This design comes from an exercise in tuning for small area on the open sky130 flow, not from production work.
The RTL was checked by simulation tests, not by an equivalence proof against the original design.
Power and IR drop assume default switching activity.

==> flow/design.v <==
`default_nettype none
module uart_core
#(
    parameter DELAY_FRAMES = 2700
)
(
    input wire clk, reset,
    input wire uart_rx,
    output wire uart_tx,
    input wire tx_send,
    input wire [7:0] tx_data_in,
    input wire tx_data_in_en,
    output reg tx_fifo_overflow,
    output wire tx_done,
    output wire [7:0] rx_data_in,
    output wire byteReady
);
localparam HALF_DELAY_WAIT = (DELAY_FRAMES / 2);
function [11:0] lfsr_step(input [11:0] s);
    lfsr_step = {s[10:0], s[11] ^ s[10] ^ s[9] ^ s[3]};
endfunction
function [11:0] lfsr_adv(input [11:0] s, input integer n);
    integer k;
    begin
        lfsr_adv = s;
        for (k = 0; k < n; k = k + 1)
            lfsr_adv = lfsr_step(lfsr_adv);
    end
endfunction
function [11:0] lfsr_find(input integer n);
    integer k;
    reg [11:0] y;
    reg found;
    begin
        found = 1'b0;
        lfsr_find = 12'd0;
        for (k = 0; k < 4096 && !found; k = k + 1) begin
            y = 12'd1708 + k;
            if (y != 12'd0 && (lfsr_step(lfsr_adv(y, n - 1)) ^ 12'd1) == y) begin
                lfsr_find = y;
                found = 1'b1;
            end
        end
    end
endfunction
localparam [11:0] C_ZERO  = lfsr_find(DELAY_FRAMES);
localparam [11:0] C_LAST  = lfsr_adv(C_ZERO, DELAY_FRAMES - 1);
localparam [11:0] C_LAST2 = lfsr_adv(C_ZERO, DELAY_FRAMES - 2);
localparam [11:0] C_RXST  = lfsr_adv(C_ZERO, DELAY_FRAMES - HALF_DELAY_WAIT);
function [3:0] bit_step(input [3:0] b);
    bit_step = {b[2:0], b[3] ^ b[2]};
endfunction
localparam [3:0] B_0 = 4'd1;
localparam [3:0] B_9 = bit_step(bit_step(bit_step(bit_step(bit_step(
                       bit_step(bit_step(bit_step(bit_step(B_0)))))))));
function [11:0] cnt_step(input [11:0] s);
    cnt_step = lfsr_step(s) ^ {11'd0, s == C_LAST};
endfunction
reg rx_busy;
reg [11:0] rx_cnt;
reg [3:0] rx_bit;
reg [7:0] dataIn;
assign rx_data_in = dataIn;
wire rx_wrap = (rx_cnt == C_LAST);
wire rx_end  = (rx_cnt == C_LAST2) && (rx_bit == B_9);
assign byteReady = !rx_busy && (rx_bit == B_9);
always @(posedge clk) begin
    if (reset)
        rx_busy <= 1'b0;
    else if (!rx_busy)
        rx_busy <= !uart_rx;
    else if (rx_end)
        rx_busy <= 1'b0;
end
always @(posedge clk) begin
    if (reset || !rx_busy) begin
        rx_cnt <= C_RXST;
        rx_bit <= B_0;
    end else begin
        rx_cnt <= cnt_step(rx_cnt);
        if (rx_wrap)
            rx_bit <= bit_step(rx_bit);
    end
end
always @(posedge clk) begin
    if (reset)
        dataIn <= 8'd0;
    else if (rx_busy && rx_wrap && rx_bit != B_0)
        dataIn <= {uart_rx, dataIn[7:1]};
end
reg [7:0] st [0:15];
reg [15:0] v;
wire deq;
wire [16:0] mv;
assign mv[16] = deq;
genvar g;
generate
    for (g = 0; g < 16; g = g + 1) begin : g_mv
        assign mv[g] = mv[g+1] || !v[g];
    end
endgenerate
integer i;
always @(posedge clk) begin
    if (mv[0])
        st[0] <= tx_data_in;
    for (i = 1; i < 16; i = i + 1)
        if (mv[i])
            st[i] <= st[i-1];
end
always @(posedge clk) begin
    if (reset)
        v <= 16'd0;
    else
        for (i = 0; i < 16; i = i + 1)
            if (mv[i])
                v[i] <= (i == 0) ? tx_data_in_en : v[i-1];
end
always @(posedge clk) begin
    if (reset)
        tx_fifo_overflow <= 1'b0;
    else if (tx_data_in_en && !mv[0])
        tx_fifo_overflow <= 1'b1;
end
reg tx_busy;
reg [11:0] tx_cnt;
reg [3:0] tx_ph;
wire [7:0] head = st[15];
wire tx_wrap = (tx_cnt == C_LAST);
wire tx_end  = (tx_cnt == C_LAST2) && (tx_ph == 4'd8);
assign deq = tx_busy && tx_end;
wire last = !(|v[14:0]);
wire tx_start = !tx_busy && tx_send && (|v);
assign uart_tx = !tx_busy || (tx_ph[3] ? (tx_ph[2:0] == 3'd0) : head[tx_ph[2:0]]);
assign tx_done = !tx_busy && tx_ph[3];
always @(posedge clk) begin
    if (reset)
        tx_busy <= 1'b0;
    else if (tx_start)
        tx_busy <= 1'b1;
    else if (deq && last)
        tx_busy <= 1'b0;
end
always @(posedge clk) begin
    if (!tx_busy)
        tx_cnt <= C_LAST;
    else
        tx_cnt <= cnt_step(tx_cnt);
end
always @(posedge clk) begin
    if (reset)
        tx_ph <= 4'd0;
    else if (tx_start)
        tx_ph <= 4'd8;
    else if (tx_busy && tx_wrap)
        tx_ph <= (tx_ph == 4'd8) ? 4'd15 : tx_ph + 4'd1;
end
endmodule
export LEC_CHECK = 0
export ABC_AREA = 1
export CAP_MARGIN = 20
export CORE_MARGIN = 2
export CORE_UTILIZATION = 40
export PLACE_DENSITY = 0.6
export SLEW_MARGIN = 20
create_clock -name core_clock -period 10.0 [get_ports {clk}]
standard.sh (not shown) runs the stock make flow with config.mk's settings and CLKGATE_MAP_FILE= SYNTH_SCRIPT=/design/flow/synth_recipe.tcl, a recipe that flattens the netlist after the stock synthesis.
==> flow/flow/run.sh <==
#!/bin/bash
# Standard ORFS layout with smaller port buffers and a leaner clock tree.
set -euo pipefail
bash standard.sh \
  BUFFER_PORTS_ARGS="-buffer_cell sky130_fd_sc_hd__buf_1" \
  CTS_ARGS="-sink_clustering_enable -repair_clock_nets -buf_list sky130_fd_sc_hd__clkbuf_8 -root_buf sky130_fd_sc_hd__clkbuf_8 -dont_use_dummy_load -sink_clustering_size 30 -sink_clustering_max_diameter 80" \
  finish > standard.log 2>&1
Rerun with:
--- a/flow/design.v
+++ b/flow/design.v
@@ -89,14 +89,14 @@
         dataIn <= {uart_rx, dataIn[7:1]};
 end
 reg [7:0] st [0:15];
-reg [15:0] v;
+reg [15:0] e;
 wire deq;
 wire [16:0] mv;
 assign mv[16] = deq;
 genvar g;
 generate
     for (g = 0; g < 16; g = g + 1) begin : g_mv
-        assign mv[g] = mv[g+1] || !v[g];
+        assign mv[g] = mv[g+1] || e[g];
     end
 endgenerate
 integer i;
@@ -109,11 +109,11 @@
 end
 always @(posedge clk) begin
     if (reset)
-        v <= 16'd0;
+        e <= 16'hffff;
     else
         for (i = 0; i < 16; i = i + 1)
             if (mv[i])
-                v[i] <= (i == 0) ? tx_data_in_en : v[i-1];
+                e[i] <= (i == 0) ? !tx_data_in_en : e[i-1];
 end
 always @(posedge clk) begin
     if (reset)
@@ -128,8 +128,8 @@
 wire tx_wrap = (tx_cnt == C_LAST);
 wire tx_end  = (tx_cnt == C_LAST2) && (tx_ph == 4'd8);
 assign deq = tx_busy && tx_end;
-wire last = !(|v[14:0]);
-wire tx_start = !tx_busy && tx_send && (|v);
+wire last = &e[14:0];
+wire tx_start = !tx_busy && tx_send && !(&e);
 assign uart_tx = !tx_busy || (tx_ph[3] ? (tx_ph[2:0] == 3'd0) : head[tx_ph[2:0]]);
 assign tx_done = !tx_busy && tx_ph[3];
 always @(posedge clk) begin
Effect: Routed wire length went up by a few percent; global-route usage went up by 0.75 points; utilization barely changes; cell area barely changes; combinational power is about the same; sequential share of layout area stays flat; power stays flat.

========
uart_core, a different RTL version from the one above (not shown whole).
For scale: ~190 flip-flops.
==> module uart_core, before the edit <==
module uart_core
#(
    parameter DELAY_FRAMES = 2700
)
(
    input wire clk, reset,
    input wire uart_rx,
    output wire uart_tx,
    input wire tx_send,
    input wire [7:0] tx_data_in,
    input wire tx_data_in_en,
    output reg tx_fifo_overflow,
    output wire tx_done,
    output wire [7:0] rx_data_in,
    output wire byteReady
);
localparam HALF_DELAY_WAIT = (DELAY_FRAMES / 2);
function [11:0] lfsr_step(input [11:0] s);
    lfsr_step = {s[10:0], s[11] ^ s[10] ^ s[9] ^ s[3]};
endfunction
function [11:0] lfsr_adv(input [11:0] s, input integer n);
    integer k;
    begin
        lfsr_adv = s;
        for (k = 0; k < n; k = k + 1)
            lfsr_adv = lfsr_step(lfsr_adv);
    end
endfunction
function [11:0] lfsr_find(input integer n);
    integer k;
    reg [11:0] y;
    reg found;
    begin
        found = 1'b0;
        lfsr_find = 12'd0;
        for (k = 0; k < 4096 && !found; k = k + 1) begin
            y = 12'd1708 + k;
            if (y != 12'd0 && (lfsr_step(lfsr_adv(y, n - 1)) ^ 12'd1) == y) begin
                lfsr_find = y;
                found = 1'b1;
            end
        end
    end
endfunction
localparam [11:0] C_ZERO  = lfsr_find(DELAY_FRAMES);
localparam [11:0] C_LAST  = lfsr_adv(C_ZERO, DELAY_FRAMES - 1);
localparam [11:0] C_LAST2 = lfsr_adv(C_ZERO, DELAY_FRAMES - 2);
localparam [11:0] C_RXST  = lfsr_adv(C_ZERO, DELAY_FRAMES - HALF_DELAY_WAIT);
function [11:0] cnt_step(input [11:0] s);
    cnt_step = lfsr_step(s) ^ {11'd0, s == C_LAST};
endfunction
reg rx_busy;
reg [11:0] rx_cnt;
reg [3:0] rx_bit;
reg [7:0] dataIn;
assign rx_data_in = dataIn;
wire rx_wrap = (rx_cnt == C_LAST);
wire rx_end  = (rx_cnt == C_LAST2) && (rx_bit == 4'd9);
assign byteReady = !rx_busy && (rx_bit == 4'd9);
always @(posedge clk) begin
    if (reset)
        rx_busy <= 1'b0;
    else if (!rx_busy)
        rx_busy <= !uart_rx;
    else if (rx_end)
        rx_busy <= 1'b0;
end
always @(posedge clk) begin
    if (reset || !rx_busy) begin
        rx_cnt <= C_RXST;
        rx_bit <= 4'd0;
    end else begin
        rx_cnt <= cnt_step(rx_cnt);
        if (rx_wrap)
            rx_bit <= rx_bit + 4'd1;
    end
end
always @(posedge clk) begin
    if (reset)
        dataIn <= 8'd0;
    else if (rx_busy && rx_wrap && rx_bit != 4'd0)
        dataIn <= {uart_rx, dataIn[7:1]};
end
reg [7:0] st [0:15];
reg [15:0] v;
wire deq;
wire [16:0] mv;
assign mv[16] = deq;
genvar g;
generate
    for (g = 0; g < 16; g = g + 1) begin : g_mv
        assign mv[g] = mv[g+1] || !v[g];
    end
endgenerate
integer i;
always @(posedge clk) begin
    if (mv[0])
        st[0] <= tx_data_in;
    for (i = 1; i < 16; i = i + 1)
        if (mv[i])
            st[i] <= st[i-1];
end
always @(posedge clk) begin
    if (reset)
        v <= 16'd0;
    else
        for (i = 0; i < 16; i = i + 1)
            if (mv[i])
                v[i] <= (i == 0) ? tx_data_in_en : v[i-1];
end
always @(posedge clk) begin
    if (reset)
        tx_fifo_overflow <= 1'b0;
    else if (tx_data_in_en && !mv[0])
        tx_fifo_overflow <= 1'b1;
end
reg tx_busy;
reg [11:0] tx_cnt;
reg [3:0] tx_ph;
wire [7:0] head = st[15];
wire tx_wrap = (tx_cnt == C_LAST);
wire tx_end  = (tx_cnt == C_LAST2) && (tx_ph == 4'd8);
assign deq = tx_busy && tx_end;
wire last = !(|v[14:0]);
wire tx_start = !tx_busy && tx_send && (|v);
assign uart_tx = !tx_busy || (tx_ph[3] ? (tx_ph[2:0] == 3'd0) : head[tx_ph[2:0]]);
assign tx_done = !tx_busy && tx_ph[3];
always @(posedge clk) begin
    if (reset)
        tx_busy <= 1'b0;
    else if (tx_start)
        tx_busy <= 1'b1;
    else if (deq && last)
        tx_busy <= 1'b0;
end
always @(posedge clk) begin
    if (!tx_busy)
        tx_cnt <= C_LAST;
    else
        tx_cnt <= cnt_step(tx_cnt);
end
always @(posedge clk) begin
    if (reset)
        tx_ph <= 4'd0;
    else if (tx_start)
        tx_ph <= 4'd8;
    else if (tx_busy && tx_wrap)
        tx_ph <= (tx_ph == 4'd8) ? 4'd15 : tx_ph + 4'd1;
end
endmodule
export LEC_CHECK = 0
export CAP_MARGIN = 20
export CORE_MARGIN = 2
export CORE_UTILIZATION = 40
export PLACE_DENSITY = 0.6
export SLEW_MARGIN = 20
create_clock -name core_clock -period 10.0 [get_ports {clk}]
Scripts as last shown in full above: flow/flow/run.sh
The baseline passed the timing, DRC and antenna checks.
Then changed:
--- a/flow/design.v
+++ b/flow/design.v
@@ -44,73 +44,79 @@
     end
 endfunction
 localparam [11:0] C_ZERO  = lfsr_find(DELAY_FRAMES);
 localparam [11:0] C_LAST  = lfsr_adv(C_ZERO, DELAY_FRAMES - 1);
 localparam [11:0] C_LAST2 = lfsr_adv(C_ZERO, DELAY_FRAMES - 2);
 localparam [11:0] C_RXST  = lfsr_adv(C_ZERO, DELAY_FRAMES - HALF_DELAY_WAIT);
+function [3:0] bit_step(input [3:0] b);
+    bit_step = {b[2:0], b[3] ^ b[2]};
+endfunction
+localparam [3:0] B_0 = 4'd1;
+localparam [3:0] B_9 = bit_step(bit_step(bit_step(bit_step(bit_step(
+                       bit_step(bit_step(bit_step(bit_step(B_0)))))))));
 function [11:0] cnt_step(input [11:0] s);
     cnt_step = lfsr_step(s) ^ {11'd0, s == C_LAST};
 endfunction
 reg rx_busy;
 reg [11:0] rx_cnt;
 reg [3:0] rx_bit;
 reg [7:0] dataIn;
 assign rx_data_in = dataIn;
 wire rx_wrap = (rx_cnt == C_LAST);
-wire rx_end  = (rx_cnt == C_LAST2) && (rx_bit == 4'd9);
-assign byteReady = !rx_busy && (rx_bit == 4'd9);
+wire rx_end  = (rx_cnt == C_LAST2) && (rx_bit == B_9);
+assign byteReady = !rx_busy && (rx_bit == B_9);
 always @(posedge clk) begin
     if (reset)
         rx_busy <= 1'b0;
     else if (!rx_busy)
         rx_busy <= !uart_rx;
     else if (rx_end)
         rx_busy <= 1'b0;
 end
 always @(posedge clk) begin
     if (reset || !rx_busy) begin
         rx_cnt <= C_RXST;
-        rx_bit <= 4'd0;
+        rx_bit <= B_0;
     end else begin
         rx_cnt <= cnt_step(rx_cnt);
         if (rx_wrap)
-            rx_bit <= rx_bit + 4'd1;
+            rx_bit <= bit_step(rx_bit);
     end
 end
 always @(posedge clk) begin
     if (reset)
         dataIn <= 8'd0;
-    else if (rx_busy && rx_wrap && rx_bit != 4'd0)
+    else if (rx_busy && rx_wrap && rx_bit != B_0)
         dataIn <= {uart_rx, dataIn[7:1]};
 end
 reg [7:0] st [0:15];
-reg [15:0] v;
+reg [15:0] e;
 wire deq;
 wire [16:0] mv;
 assign mv[16] = deq;
 genvar g;
 generate
     for (g = 0; g < 16; g = g + 1) begin : g_mv
-        assign mv[g] = mv[g+1] || !v[g];
+        assign mv[g] = mv[g+1] || e[g];
     end
 endgenerate
 integer i;
 always @(posedge clk) begin
     if (mv[0])
         st[0] <= tx_data_in;
     for (i = 1; i < 16; i = i + 1)
         if (mv[i])
             st[i] <= st[i-1];
 end
 always @(posedge clk) begin
     if (reset)
-        v <= 16'd0;
+        e <= 16'hffff;
     else
         for (i = 0; i < 16; i = i + 1)
             if (mv[i])
-                v[i] <= (i == 0) ? tx_data_in_en : v[i-1];
+                e[i] <= (i == 0) ? !tx_data_in_en : e[i-1];
 end
 always @(posedge clk) begin
     if (reset)
         tx_fifo_overflow <= 1'b0;
     else if (tx_data_in_en && !mv[0])
         tx_fifo_overflow <= 1'b1;
@@ -119,14 +125,14 @@
 reg [11:0] tx_cnt;
 reg [3:0] tx_ph;
 wire [7:0] head = st[15];
 wire tx_wrap = (tx_cnt == C_LAST);
 wire tx_end  = (tx_cnt == C_LAST2) && (tx_ph == 4'd8);
 assign deq = tx_busy && tx_end;
-wire last = !(|v[14:0]);
-wire tx_start = !tx_busy && tx_send && (|v);
+wire last = &e[14:0];
+wire tx_start = !tx_busy && tx_send && !(&e);
 assign uart_tx = !tx_busy || (tx_ph[3] ? (tx_ph[2:0] == 3'd0) : head[tx_ph[2:0]]);
 assign tx_done = !tx_busy && tx_ph[3];
 always @(posedge clk) begin
     if (reset)
         tx_busy <= 1'b0;
     else if (tx_start)
After rerunning:
- worst setup slack gets better by 81 ps
- global-route usage falls by 0.12 points
- via count falls by about 6%
- clock skew rises by 7.1 ps
- fmax rises by 2.2%
- routed wire length falls by about 5.6%
- sequential share of layout area rises by 0.70 points
- count of clock-buffer cells in the layout is unchanged
- hold slack is about the same
- final cell count falls by 5.4%

afterwards: timing with drivers on the ports:
The results above use ideal ports. As a check the final layouts listed here were re-extracted and re-timed, cells and wires unchanged. Step 1: set_driving_cell puts a clkbuf_16 on clk and a buf_2 on each other input, an assumption about the parent block. Step 2 also shifts input and output timing later by t, the mid clock arrival at the registers, as if the neighbouring blocks saw the same clock. a / b / c = ideal ports / drivers / drivers and shift; a / b = the first two.
run	t, ns	setup slack, ns	worst setup path at the end
the first run of note 1	0.462	6.293 / 6.261 / 6.415	input to register
the second run of note 1	0.456	6.322 / 6.291 / 6.566	input to register
the first run of note 2	0.463	6.170 / 6.135 / 6.598	register to output
the second run of note 2	0.468	6.251 / 6.216 / 6.684	register to output
After both steps setup and hold are still met in every run listed.
